Source: an optimization exercise on an open RTL-to-GDS flow (aim: small area). Production flows keep margins and buffers that such runs may drop.
RTL that was checked went through simulation tests only; none was proved equivalent to the original.
No activity file was given, so power comes from the tool's default toggle rates.

==> flow/design.v (excerpt) <==
module play_core #(
    parameter time_per_step = 200,
    parameter time_per_food = 3,
    parameter total_food = 36,
    parameter food_a_color = 12'h48F,
    parameter food_b_color = 12'h00F,
    parameter GAME_OVER = 5'b11000,
    parameter PAINT_A = 5'b11010,
    parameter PAINT_B = 5'b11011,
    parameter IDLE = 5'b00000,
    parameter DEL_TAILA = 5'b00001,
    parameter DEL_TAILB = 5'b00010,
    parameter PNT_TAILA = 5'b00011,
    parameter CHANGE_DIRC = 5'b00100,
    parameter LOCK_A = 5'b00101,
    parameter LOCK_B = 5'b00110,
    parameter LOCK = 5'b00111,
    parameter PNT_TAILB = 5'b01000,
    parameter PNT_HEADA = 5'b01001,
    parameter PNT_HEADB = 5'b01010,
    parameter JUG_EATA = 5'b01011,
    parameter JUG_EATB = 5'b01100,
    parameter CHANGE_DIRC_TAILA = 5'b01101,
    parameter CHANGE_DIRC_TAILB = 5'b01110,
    parameter EXT_TAILA = 5'b01111,
    parameter GET_INFO_TAILA = 5'b10000,
    parameter CHANGE_TO_TAILB = 5'b10001,
    parameter GET_INFO_TAILB = 5'b10010,
    parameter EXT_TAILB = 5'b10011,
    parameter SET_FOOD = 5'b10100,
    parameter GET_INFO_FOOD = 5'b10101,
    parameter JUG_FOOD_LOCTION = 5'b10110,
    parameter GROW_TAILB = 5'b10111
)(
    input clk,
    input rst,
    input play, pause,
    input [11:0] head_a_color, head_b_color,
    input [11:0] body_a_color, body_b_color,
    input BTNL_a, BTNR_a, BTNU_a, BTND_a,
    input BTNL_b, BTNR_b, BTNU_b, BTND_b,
    input [15:0] rdata,
    output reg [1:0] who_win,
    output reg over,
    output [31:0] len_a, len_b,
  ...
For scale: about 230 flip-flops, ~180 I/O pins.
==> flow/config.mk <==
export PLATFORM = sky130hd
export DESIGN_NAME = play_core
export DESIGN_NICKNAME = play_core
export VERILOG_FILES = /design/flow/design.v
export SDC_FILE = /design/flow/constraint.sdc
export NUM_CORES = 4
export LEC_CHECK = 0
export ABC_AREA = 1
export CAP_MARGIN = 20
export CORE_MARGIN = 2
export CORE_UTILIZATION = 60
export CTS_BUF_LIST = sky130_fd_sc_hd__clkbuf_8
export CTS_CLUSTER_DIAMETER = 80
export CTS_CLUSTER_SIZE = 12
export PLACE_DENSITY = 0.75
export SLEW_MARGIN = 20
==> flow/constraint.sdc <==
create_clock -name core_clock -period 12.0 [get_ports {clk}]
set_input_delay 2.4000 -clock core_clock [delete_from_list [all_inputs] [get_ports {clk}]]
set_output_delay 2.4000 -clock core_clock [all_outputs]
set_load 0.01 [all_outputs]
standard.sh (not shown) runs the stock make flow with config.mk's settings and CLKGATE_MAP_FILE= SYNTH_SCRIPT=/design/flow/synth_recipe.tcl, a recipe that flattens the netlist after the stock synthesis.
==> flow/flow/run.sh <==
#!/bin/bash
# The standard layout (standard.sh) with these changes to how it is made:
#  - synthesis is synth_recipe.tcl with flow/synth_extra.tcl added: ABC maps
#    the logic with flow/abc.script, and full/half-adder cells are used
#    only for the board address adder; the registers and their names are
#    the same as the standard synthesis's
#  - no Kogge-Stone carry unit (the SYNTH_OPERATIONS_ARGS default)
#  - the port buffers that global placement adds are buf_1 cells
# Each tool's full output is in standard.log and in orfs/logs/.
set -euo pipefail
{
    head -n 1 synth_recipe.tcl
    cat flow/synth_extra.tcl
    tail -n +2 synth_recipe.tcl
} > my_synth.tcl
export SNAKE_ABC_SCRIPT="$PWD/flow/abc.script"
bash standard.sh \
    SYNTH_OPERATIONS_ARGS=-noshare \
    "BUFFER_PORTS_ARGS=-buffer_cell sky130_fd_sc_hd__buf_1" \
    SYNTH_SCRIPT="$PWD/my_synth.tcl" \
    finish > standard.log 2>&1
==> flow/flow/abc.script <==
strash
&get -n
&deepsyn -T 60 -S 1
&put
strash
&get -n
&dch -f
&nf -R 1000
&put
==> flow/flow/synth_extra.tcl <==
# Additions to synth_recipe.tcl, defined before it sources the flow's
# synth.tcl. They change only how the logic is mapped to cells; the
# registers and their names stay those of the standard synthesis.

# Technology mapping with flow/abc.script (ABC's &deepsyn logic
# optimization for up to 60 s, then area-oriented mapping with &nf)
# instead of the flow's abc_area / abc_speed script, which sizes and
# buffers cells for a delay target: the -script and -D arguments of the
# flow's abc call are replaced.
proc abc {args} {
  set out {}
  set skip 0
  foreach a $args {
    if { $skip } { set skip 0; continue }
    if { $a eq "-script" || $a eq "-D" } { set skip 1; continue }
    lappend out $a
  }
  yosys abc -script $::env(SNAKE_ABC_SCRIPT) {*}$out
}

# Full/half-adder cells only for the board address adder: the fan-in cone
# of waddr back to the registers. Elsewhere ABC maps the arithmetic.
proc extract_fa {args} {
  yosys extract_fa {*}$args {w:waddr} {%ci*:-[C,D,E,R]}
}
The first run ran to the end with no violations.
Next try:
- CTS_BUF_LIST: sky130_fd_sc_hd__clkbuf_8 -> sky130_fd_sc_hd__clkbuf_4
- CTS_CLUSTER_DIAMETER: 80 -> 60
- CTS_CLUSTER_SIZE: 12 -> 8
Result: Power decreases by 0.88%. Final area decreases by 0.38%. Sequential share of layout area is higher by 0.14 points. Die area does not change. First-iteration DRC count came out higher by 1.5%. Global-route usage climbs by 0.45 points. Maximum frequency falls by 1.1%. Critical path depth is unchanged.
No run of this note included a check of the RTL's function; only the layout flow was run.

## lane 1
play_core, a different RTL version from the one above (not shown whole).
For scale: ~1500 cells after synthesis.
Settings: LEC_CHECK=0, ABC_AREA=1, CAP_MARGIN=0, CORE_MARGIN=2, CORE_UTILIZATION=60, CTS_BUF_LIST=sky130_fd_sc_hd__clkbuf_8, CTS_CLUSTER_DIAMETER=100, CTS_CLUSTER_SIZE=15, PLACE_DENSITY=0.75, SLEW_MARGIN=0; clock period 12.0 ns.
==> flow/flow/abc.script <==
strash
ifraig
scorr
dc2
dretime
strash
&get -n
&dch -f
&nf -R 1000
&put
==> flow/flow/synth_extra.tcl <==
# Additions to synth_recipe.tcl, defined before it sources the flow's
# synth.tcl. They change only how the logic is mapped to cells; the
# registers and their names stay those of the standard synthesis.

# Technology mapping with flow/abc.script (area-oriented mapping with
# ABC's &nf) instead of the flow's abc_area / abc_speed script, which
# sizes and buffers cells for a delay target: the -script and -D arguments
# of the flow's abc call are replaced.
proc abc {args} {
  set out {}
  set skip 0
  foreach a $args {
    if { $skip } { set skip 0; continue }
    if { $a eq "-script" || $a eq "-D" } { set skip 1; continue }
    lappend out $a
  }
  yosys abc -script $::env(SNAKE_ABC_SCRIPT) {*}$out
}

# Full/half-adder cells only for the board address adder: the fan-in cone
# of waddr back to the registers. Elsewhere ABC maps the arithmetic.
proc extract_fa {args} {
  yosys extract_fa {*}$args {w:waddr} {%ci*:-[C,D,E,R]}
}
Scripts as last shown in full above: flow/flow/run.sh
The following lists how lane 2 was set up differently from lane 1:
Settings: CAP_MARGIN: 0 -> 20; SLEW_MARGIN: 0 -> 20.
--- a/flow/flow/run.sh
+++ b/flow/flow/run.sh
@@ -3,5 +3,5 @@
-#  - synthesis is synth_recipe.tcl with flow/synth_extra.tcl added: ABC maps
-#    the logic with flow/abc.script, and full/half-adder cells are used
-#    only for the board address adder; the registers and their names are
-#    the same as the standard synthesis's
-#  - no Kogge-Stone carry unit (the SYNTH_OPERATIONS_ARGS default)
+#  - synthesis is synth_recipe.tcl with one addition (flow/abc_default.tcl):
+#    ABC maps the logic with its default script for area; the registers
+#    and their names are the same as the standard synthesis's
+#  - no full/half-adder extraction before ABC (ADDER_MAP_FILE empty) and
+#    no Kogge-Stone carry unit (the SYNTH_OPERATIONS_ARGS default)
@@ -13 +13 @@
-    cat flow/synth_extra.tcl
+    cat flow/abc_default.tcl
@@ -16 +15,0 @@
-export SNAKE_ABC_SCRIPT="$PWD/flow/abc.script"
@@ -17,0 +17 @@
+    ADDER_MAP_FILE= \
==> flow/flow/abc_default.tcl (new file) <==
# Technology mapping with ABC's own default script for -liberty instead of
# the flow's abc_area / abc_speed script, which sizes and buffers cells for
# a delay target: drop the -script and -D arguments of the abc call.
proc abc {args} {
  set out {}
  set skip 0
  foreach a $args {
    if { $skip } { set skip 0; continue }
    if { $a eq "-script" || $a eq "-D" } { set skip 1; continue }
    lappend out $a
  }
  yosys abc {*}$out
}
removed: flow/flow/abc.script
removed: flow/flow/synth_extra.tcl
--- outcome ---
- Measured against each other, lane 2 and lane 1 differ in leakage power, the lower figure coming from lane 1.
- Total power: lane 2 > lane 1
- Compared with lane 1, final cell count in lane 2 increased by a few percent.
- Higher via count of the first global-routing pass was reported by lane 2, not lane 1.
- Xor-xnor portion of the synthesized cell area ended up 3.6 points higher on lane 2 than on lane 1.
- Every run in the comparison, lane 2 and lane 1, completed the flow with a clean layout.
- On share of total power in combinational logic: lane 2 sits above lane 1.
- Lane 1 and lane 2 ended up with roughly the same share of total power consumed by net switching.
- Lane 2 ended with more global-route wire length before repair than lane 1.
- The detailed placement HPWL reported for lane 2 is greater than that of lane 1 by about 9%.
- Final estimated routing congestion in global placement, lane 2 and lane 1: larger value in lane 2
- Looking at number of non-clock buffers, lane 2 sits 4 higher than lane 1 does.
## Diff of input files: lane 3 against lane 2
Settings: a change of CTS_CLUSTER_SIZE from 15 to 12; a change of CTS_CLUSTER_DIAMETER from 100 to 80.
--- a/flow/flow/run.sh
+++ b/flow/flow/run.sh
@@ -3,5 +3,5 @@
-#  - synthesis is synth_recipe.tcl with one addition (flow/abc_default.tcl):
-#    ABC maps the logic with its default script for area; the registers
-#    and their names are the same as the standard synthesis's
-#  - no full/half-adder extraction before ABC (ADDER_MAP_FILE empty) and
-#    no Kogge-Stone carry unit (the SYNTH_OPERATIONS_ARGS default)
+#  - synthesis is synth_recipe.tcl with flow/synth_extra.tcl added: ABC maps
+#    the logic with flow/abc.script, and full/half-adder cells are used
+#    only for the board address adder; the registers and their names are
+#    the same as the standard synthesis's
+#  - no Kogge-Stone carry unit (the SYNTH_OPERATIONS_ARGS default)
@@ -13 +13 @@
-    cat flow/abc_default.tcl
+    cat flow/synth_extra.tcl
@@ -15,0 +16 @@
+export SNAKE_ABC_SCRIPT="$PWD/flow/abc.script"
@@ -17 +17,0 @@
-    ADDER_MAP_FILE= \
==> flow/flow/abc.script (new file) <==
strash
&get -n
&deepsyn -T 60 -S 1
&put
strash
&get -n
&dch -f
&nf -R 1000
&put
==> flow/flow/synth_extra.tcl (new file) <==
# Additions to synth_recipe.tcl, defined before it sources the flow's
# synth.tcl. They change only how the logic is mapped to cells; the
# registers and their names stay those of the standard synthesis.

# Technology mapping with flow/abc.script (ABC's &deepsyn logic
# optimization for up to 60 s, then area-oriented mapping with &nf)
# instead of the flow's abc_area / abc_speed script, which sizes and
# buffers cells for a delay target: the -script and -D arguments of the
# flow's abc call are replaced.
proc abc {args} {
  set out {}
  set skip 0
  foreach a $args {
    if { $skip } { set skip 0; continue }
    if { $a eq "-script" || $a eq "-D" } { set skip 1; continue }
    lappend out $a
  }
  yosys abc -script $::env(SNAKE_ABC_SCRIPT) {*}$out
}

# Full/half-adder cells only for the board address adder: the fan-in cone
# of waddr back to the registers. Elsewhere ABC maps the arithmetic.
proc extract_fa {args} {
  yosys extract_fa {*}$args {w:waddr} {%ci*:-[C,D,E,R]}
}
removed: flow/flow/abc_default.tcl
--- outcome ---
Summary of lane 3 over lane 2: post-detailed-placement half-perimeter wirelength dropped about 13%, post-layout minimum cycle time climbed 1.50 ns, fraction of synthesized area in multiplexers barely changed, fraction of standard cell area that is sequential climbed 2.1 points, logic gate share of total power dropped 3.8 points.
Relative to lane 3, the following input files were edited for lane 4:
Settings: CTS_CLUSTER_SIZE changed from 12 to 15; CTS_CLUSTER_DIAMETER changed from 80 to 100.
--- a/flow/flow/synth_extra.tcl
+++ b/flow/flow/synth_extra.tcl
@@ -6,4 +6,3 @@
-# optimization for up to 60 s, then area-oriented mapping with &nf)
-# instead of the flow's abc_area / abc_speed script, which sizes and
-# buffers cells for a delay target: the -script and -D arguments of the
-# flow's abc call are replaced.
+# optimization for up to 60 s, then area-oriented mapping with &nf) instead of the flow's abc_area / abc_speed script, which
+# sizes and buffers cells for a delay target: the -script and -D arguments
+# of the flow's abc call are replaced.
--- outcome ---
Compared to lane 3, the routing of lane 4 uses less wire.
According to the power report, total power for lane 4 is lower than for lane 3.
Comparing clock network area share for lane 3 and lane 4, the smaller number came from lane 4.
Total non-filler cell area in the finished layout in lane 4 is 0.46% below lane 3.
Compared with lane 3, the router placed fewer vias in lane 4.
The lower met2 wirelength from detailed routing of lane 3 and lane 4 is in lane 4.
Taking lane 3 as the reference, in lane 4 share of cell area taken by flip-flops and latches grew by 0.18 points; final standard cell utilization of the core shrank by 0.31 points.
Count of buffers not belonging to the clock network in the layout came out exactly the same in lane 3 and lane 4.
Changes in lane 5 relative to lane 4:
==> flow/flow/abc.script <==
strash
ifraig
scorr
dc2
dretime
strash
&get -n
&dch -f
&nf -R 1000
&put
--- a/flow/flow/synth_extra.tcl
+++ b/flow/flow/synth_extra.tcl
@@ -5,2 +5,2 @@
-# Technology mapping with flow/abc.script (ABC's &deepsyn logic
-# optimization for up to 60 s, then area-oriented mapping with &nf) instead of the flow's abc_area / abc_speed script, which
+# Technology mapping with flow/abc.script (area-oriented mapping with
+# ABC's &nf) instead of the flow's abc_area / abc_speed script, which
Notes after the runs:
The share of cell area taken by multi-input logic gates reported for lane 5 is greater than that of lane 4 by 2.4 points.
Lane 5 vs. lane 4: number of non-clock buffers in the layout down 5.6%; area after synthesis up 3.9%; register-to-register slack down 0.07 ns; overall die height up 2.7 um; setup slack up 0.027 ns.
Comparing lane 4 and lane 5, sequential share of cell area is higher on lane 4.
Of lane 4 and lane 5, the lower fraction of the mapped netlist area in simple logic gates belongs to lane 4.
Die outline area grows by a few percent when moving from lane 4 to lane 5.

Another version of the RTL of play_core (not shown whole).
Size: about 1900 cells after synthesis, ~230 flip-flops, ~14000 um2 of cells after synthesis.
clock: 12.0 ns
lec_check: 0
abc_area: 1
cap_margin: 20
core_margin: 2
core_utilization: 60
cts_buf_list: sky130_fd_sc_hd__clkbuf_16
cts_cluster_diameter: 100
cts_cluster_size: 30
place_density: 0.75
slew_margin: 20
run.sh (not shown) runs the stock make flow with config.mk's settings and CLKGATE_MAP_FILE= SYNTH_SCRIPT=/design/flow/synth_recipe.tcl, a recipe that flattens the netlist after the stock synthesis.
Stock flow here: none of the scripts above is used.
The baseline went through all stages and came out clean.
Next try:
==> flow/flow/run.sh (new file) <==
#!/bin/bash
# The standard layout (standard.sh) with three changes to how it is made:
#  - synthesis maps adders with plain logic: no full/half-adder extraction
#    (ADDER_MAP_FILE empty) and no Kogge-Stone carry unit (the
#    SYNTH_OPERATIONS_ARGS default); the registers are the same as the
#    standard synthesis's
#  - the port buffers that global placement adds are buf_1 cells
# Each tool's full output is in standard.log and in orfs/logs/.
set -euo pipefail
bash standard.sh \
    ADDER_MAP_FILE= \
    SYNTH_OPERATIONS_ARGS=-noshare \
    "BUFFER_PORTS_ARGS=-buffer_cell sky130_fd_sc_hd__buf_1" \
    finish > standard.log 2>&1
==> flow/standard.sh (new file) <==
#!/bin/bash
# synth_recipe.tcl (not shown) runs the flow's synth.tcl, then flattens the netlist and writes it again
# the make line also repeats each setting of config.mk as NAME=value (left out here)
make -C /OpenROAD-flow-scripts/flow DESIGN_CONFIG=/design/flow/config.mk WORK_HOME=/design/flow/orfs CLKGATE_MAP_FILE= SYNTH_SCRIPT=/design/flow/synth_recipe.tcl "${@:-finish}"
--- a/flow/config.mk
+++ b/flow/config.mk
@@ -10,7 +10,5 @@
 export CORE_MARGIN = 2
 export CORE_UTILIZATION = 60
-export CTS_BUF_LIST = sky130_fd_sc_hd__clkbuf_16
-export CTS_CLUSTER_DIAMETER = 100
-export CTS_CLUSTER_SIZE = 30
+export CTS_BUF_LIST = sky130_fd_sc_hd__clkbuf_4
 export PLACE_DENSITY = 0.75
 export SLEW_MARGIN = 20
removed: flow/run.sh
The changed run went through all stages and came out clean; routed wire length grows by 3.3%; via count is higher by 9.9%; worst setup slack gets better by 2.5 ns; final cell count grows by 8.2%; non-clock buffer count goes up by 5; core utilization came out lower by 1.9 points; global-route usage grows by 2.2 points; synthesized cell count climbs by 7.2%; total power rose by 25%; area after synthesis fell by 4.8%; hold slack gets better by 0.026 ns.

-- separate check: timing with driven ports --
The flow's constraints put no driver on any port. The routed layouts listed below were extracted and timed again, unchanged, in two steps. Step 1 assumes that a clkbuf_16 drives the clock port and a buf_2 every other input. Step 2 adds t to the input delays and takes it off the output delays; t is the mean of the earliest and latest rising clock arrival at the registers after step 1. Input paths then give back, and output paths get back, about the clock's delay inside the block. Slacks: ideal ports / drivers / drivers and shift; pairs: ideal ports / drivers.
run | shift t [ns] | slack for setup (ns) | worst setup path at the end | clock arrival spread, ns | slew at the worst register clock pin (ns)
the first run of note 1 | 0.587 | 2.825 / 2.782 / 3.369 | register to output | 0.030 / 0.029 | 0.09 / 0.09
the second run of note 1 | 0.659 | 2.722 / 2.680 / 3.339 | register to output | 0.033 / 0.032 | 0.12 / 0.12
lane 1 | 0.573 | 2.815 / 2.771 / 3.344 | register to output | 0.021 / 0.020 | 0.11 / 0.11
lane 2 | 0.565 | 4.273 / 4.230 / 4.795 | register to output | 0.035 / 0.036 | 0.11 / 0.11
lane 3 | 0.593 | 2.773 / 2.732 / 3.325 | register to output | 0.032 / 0.032 | 0.10 / 0.10
lane 4 | 0.574 | 2.788 / 2.746 / 3.320 | register to output | 0.056 / 0.056 | 0.12 / 0.12
lane 5 | 0.574 | 2.815 / 2.771 / 3.345 | register to output | 0.025 / 0.025 | 0.11 / 0.11
the first run of note 3 | 0.540 | 2.523 / 2.473 / 3.013 | register to output | 0.041 / 0.041 | 0.12 / 0.12
the second run of note 3 | 0.743 | 5.030 / 4.986 / 5.699 | input to register | 0.049 / 0.048 | 0.08 / 0.08
After both steps setup and hold are still met in every run listed.
